Source: an optimization exercise on an open RTL-to-GDS flow (aim: small area and a short achievable clock period). Production flows keep margins and buffers that such runs may drop. Function was checked by simulation only, so behaviour that the tests miss may differ from the original.

== run 1 ==
==> flow/design.v (excerpt) <==
module fir (
input [15:0] signal,
input clk,
output [15:0] out,
output [15:0] f1,
output [31:0] f2,f3,f4,
output [15:0] fo1
);
wire sign = signal[15];
wire expo_sign = signal[14];
wire [3:0] e = signal[13:10];
wire [11:0] w = {1'b1, signal[9:0], 1'b0};
wire [26:0] wl = {15'b0, w} << e;
wire [11:0] wr = w >> e;
wire left = expo_sign & (e != 4'd0);
wire zero = (signal == 16'b0);
wire [14:0] fv = zero ? 15'b0 : (left ? wl[16:2] : {3'b0, wr});
wire fz = (fv == 15'b0);
wire [15:0] mg = {sign & fz, fv};
wire [19:0] sx = {20{~sign}};
wire signed [15:0] xq_a = {1'b0, fv ^ {15{sign}}};
wire signed [15:0] xq_b = 16'sd0;
wire signed [15:0] xq;
wire [15:0] xq__p = xq_a ^ xq_b;
wire [15:0] xq__g0 = xq_a & xq_b;
wire [15:0] xq__g = {xq__g0[15:1], xq__g0[0] | (xq__p[0] & (sign))};
wire xq__G1 = xq__g[1] | (xq__p[1] & xq__g[0]);
wire xq__P1 = xq__p[1] & xq__p[0];
wire xq__G2 = xq__g[3] | (xq__p[3] & xq__g[2]);
wire xq__P2 = xq__p[3] & xq__p[2];
wire xq__G3 = xq__g[5] | (xq__p[5] & xq__g[4]);
wire xq__P3 = xq__p[5] & xq__p[4];
wire xq__G4 = xq__g[7] | (xq__p[7] & xq__g[6]);
wire xq__P4 = xq__p[7] & xq__p[6];
wire xq__G5 = xq__g[9] | (xq__p[9] & xq__g[8]);
wire xq__P5 = xq__p[9] & xq__p[8];
wire xq__G6 = xq__g[11] | (xq__p[11] & xq__g[10]);
wire xq__P6 = xq__p[11] & xq__p[10];
wire xq__G7 = xq__g[13] | (xq__p[13] & xq__g[12]);
wire xq__P7 = xq__p[13] & xq__p[12];
wire xq__G8 = xq__g[15] | (xq__p[15] & xq__g[14]);
wire xq__P8 = xq__p[15] & xq__p[14];
wire xq__G9 = xq__g[2] | (xq__p[2] & xq__G1);
wire xq__P9 = xq__p[2] & xq__P1;
wire xq__G10 = xq__G2 | (xq__P2 & xq__G1);
wire xq__P10 = xq__P2 & xq__P1;
wire xq__G11 = xq__g[6] | (xq__p[6] & xq__G3);
wire xq__P11 = xq__p[6] & xq__P3;
wire xq__G12 = xq__G4 | (xq__P4 & xq__G3);
wire xq__P12 = xq__P4 & xq__P3;
wire xq__G13 = xq__g[10] | (xq__p[10] & xq__G5);
wire xq__P13 = xq__p[10] & xq__P5;
wire xq__G14 = xq__G6 | (xq__P6 & xq__G5);
wire xq__P14 = xq__P6 & xq__P5;
wire xq__G15 = xq__g[14] | (xq__p[14] & xq__G7);
wire xq__P15 = xq__p[14] & xq__P7;
wire xq__G16 = xq__G8 | (xq__P8 & xq__G7);
wire xq__P16 = xq__P8 & xq__P7;
wire xq__G17 = xq__g[4] | (xq__p[4] & xq__G10);
wire xq__P17 = xq__p[4] & xq__P10;
wire xq__G18 = xq__G3 | (xq__P3 & xq__G10);
  ...
Size: about 330 flip-flops, roughly 21000 sq um of cells after synthesis.
export LEC_CHECK = 0
export ABC_AREA = 1
export CAP_MARGIN = 20
export CORE_MARGIN = 2
export CORE_UTILIZATION = 40
export SLEW_MARGIN = 20
export SYNTH_HIERARCHICAL = 1
create_clock -name core_clock -period 30.0 [get_ports {clk}]
standard.sh (not shown) runs the stock make flow with config.mk's settings and CLKGATE_MAP_FILE= SYNTH_SCRIPT=/design/flow/synth_recipe.tcl, a recipe that flattens the netlist after the stock synthesis.
==> flow/flow/run.sh <==
#!/bin/bash
# The standard layout (the standard.sh); flow/ports.tcl runs after global
# placement (port buffers, flip-flop drive), and clock tree synthesis gets its
# arguments from CTS_ARGS.
bash standard.sh DONT_BUFFER_PORTS=1 POST_GLOBAL_PLACE_TCL="$PWD/flow/ports.tcl" \
  CTS_ARGS="-sink_clustering_enable -repair_clock_nets -sink_clustering_size 40 -sink_clustering_max_diameter 60 -dont_use_dummy_load" finish > standard.log 2>&1
==> flow/flow/ports.tcl <==
# Run right after global placement.
# Port buffering in place of ORFS's own buffer_ports: every input but the clock
# gets a buf_4, every output a buf_1; the sign and exponent inputs, which fan out
# across the whole input shifter, get a buf_16 instead.
buffer_ports -inputs -buffer_cell sky130_fd_sc_hd__buf_4
buffer_ports -outputs -buffer_cell sky130_fd_sc_hd__buf_1
set block [ord::get_db_block]
foreach b {10 11 12 13 14 15} {
  foreach it [[[$block findBTerm "signal\[$b\]"] getNet] getITerms] {
    replace_cell [get_cells [[$it getInst] getName]] sky130_fd_sc_hd__buf_16
  }
}
# Stronger flip-flops (same cell, drive 4) for the registers that start the
# paths to the outputs, whose Q pins carry the largest loads.
foreach inst [get_cells *] {
  if {[regexp {^(n|s1|u)\[[0-9]+\]\$_DFF_P_$} [get_full_name $inst]] && [get_property $inst ref_name] eq "sky130_fd_sc_hd__dfxtp_1"} {
    replace_cell $inst sky130_fd_sc_hd__dfxtp_4
  }
}
For run 2, these inputs were changed with respect to run 1:
Settings: PLACE_DENSITY: unset -> 0.75; CORE_UTILIZATION: 40 -> 60.
==> summary.txt <==
Compared with run 1, run 2 shows a relative slew slack that is 19 points lower. Re final-layout worst hold slack: run 2 is 8.3 ps down on run 1. Global-route usage for run 2: 9.1 points up relative to run 1.
What run 3 does differently from run 2 at the input level:
Settings: CORE_UTILIZATION now 40, was 60; PLACE_DENSITY no longer set, was 0.75.
==> flow/flow/ports.tcl <==
# Run right after global placement.
# Port buffering in place of ORFS's own buffer_ports: every input but the clock
# gets a buf_4, every output a buf_1.
buffer_ports -inputs -buffer_cell sky130_fd_sc_hd__buf_4
buffer_ports -outputs -buffer_cell sky130_fd_sc_hd__buf_1
# Stronger flip-flops (same cell, drive 4) for the registers that start the
# paths to the outputs, whose Q pins carry the largest loads.
foreach inst [get_cells *] {
  if {[regexp {^(n|s1|u)\[[0-9]+\]\$_DFF_P_$} [get_full_name $inst]] && [get_property $inst ref_name] eq "sky130_fd_sc_hd__dfxtp_1"} {
    replace_cell $inst sky130_fd_sc_hd__dfxtp_4
  }
}
Notes after the runs:
Across run 2 and run 3, none had a timing, DRC or antenna violation. When the final numbers for run 2 and run 3 were put side by side, the fraction of area in multi-input gates turned out to be greater in run 2. Number of antenna violations at the first check in global routing sits lower in run 3 than in run 2. Of run 2 and run 3, run 2 shows the lower worst hold slack after final layout, with run 3 above it. [diff] finished layout cell area, run 3 relative to run 2: regression. Global-route wire length before repair: lower on run 2. Compare run 2 and run 3 | met2 routing resource usage after global routing higher: run 2. Compared with run 2, run 3 shows a higher arrival time of the worst setup path. Compared with run 2, run 3 shows count of vias placed by the detailed router lower by 1.3%.
## Diff of input files: run 4 against run 3
Settings: a change of CORE_UTILIZATION from 40 to 50; an added PLACE_DENSITY of 0.65.
diff --git a/flow/flow/ports.tcl b/flow/flow/ports.tcl
--- a/flow/flow/ports.tcl
+++ b/flow/flow/ports.tcl
@@ -1,7 +1,14 @@
 # Run right after global placement.
 # Port buffering in place of ORFS's own buffer_ports: every input but the clock
-# gets a buf_4, every output a buf_1.
+# gets a buf_4, every output a buf_1; the sign and exponent inputs, which fan out
+# across the whole input shifter, get a buf_8 instead.
 buffer_ports -inputs -buffer_cell sky130_fd_sc_hd__buf_4
 buffer_ports -outputs -buffer_cell sky130_fd_sc_hd__buf_1
+set block [ord::get_db_block]
+foreach b {10 11 12 13 14 15} {
+  foreach it [[[$block findBTerm "signal\[$b\]"] getNet] getITerms] {
+    replace_cell [get_cells [[$it getInst] getName]] sky130_fd_sc_hd__buf_8
+  }
+}
 # Stronger flip-flops (same cell, drive 4) for the registers that start the
 # paths to the outputs, whose Q pins carry the largest loads.
[summary]
- Status: clock insertion delay at the later pin of the skew report parity (run 3, run 4)
- Changes observed in run 4 relative to run 3: wire length on met2 down 4.8%, instance area at placement down about 0.7%, critical path depth up 2.
- Comparing arrival time at the worst endpoint for run 4 and run 3, the bigger number came from run 3.
--- input diff run 4..run 5 ---
Settings: PLACE_DENSITY removed (was 0.65); CORE_UTILIZATION changed from 50 to 40.
--- outcome ---
- When the final numbers for run 4 and run 5 were put side by side, the worst setup slack turned out to be greater in run 4.
- Between run 4 and run 5, the longest individual stage delay on the worst path figures differ only marginally.
- Run 5 reports a higher total clock buffers created by CTS than run 4 does.
- Utilization after layout, run 4 and run 5: larger value in run 4
- Run 4 → run 5: count of clock buffers in the final design has increased, tapcell count has increased.
- Looking at instance count after placement with tap cells included, run 5 sits 5.4% higher than run 4 does.
- Looking at critical path depth, run 5 sits 2 lower than run 4 does.
- Worst hold margin: run 5 > run 4

==> static timing again, ports no longer ideal <==
The flow's constraints put no driver on any port. The routed layouts listed below were extracted and timed again, unchanged, in two steps. Step 1 sets driving cells, clkbuf_16 on the clock port and buf_2 on the other inputs (assumed; they add their load-dependent delay and slew). Step 2 moves the port delays by t, midway between the first and last clock arrival at a register: inputs arrive t later, outputs are due t later. That takes back most of the time a late clock gives input paths. Three values: ideal ports, drivers, drivers and shift; two values: the first two.
| run | t (ns) | setup slack, ns | worst setup path after step 2 | clock arrival spread, ns |
|---|---|---|---|---|
| run 1 | 0.613 | 21.244 / 21.226 / 20.614 | input to register | 0.071 / 0.071 |
| run 2 | 0.594 | 21.353 / 21.302 / 20.754 | input to register | 0.063 / 0.063 |
| run 3 | 0.609 | 21.174 / 21.204 / 20.596 | input to register | 0.064 / 0.063 |
| run 4 | 0.605 | 21.326 / 21.286 / 20.735 | input to register | 0.047 / 0.047 |
| run 5 | 0.617 | 21.213 / 21.227 / 20.610 | input to register | 0.083 / 0.083 |
After both steps every run listed still meets setup and hold. For run 1, which loses most, drivers alone change the setup slack by -0.018 ns; drivers and shift together by -0.630 ns.
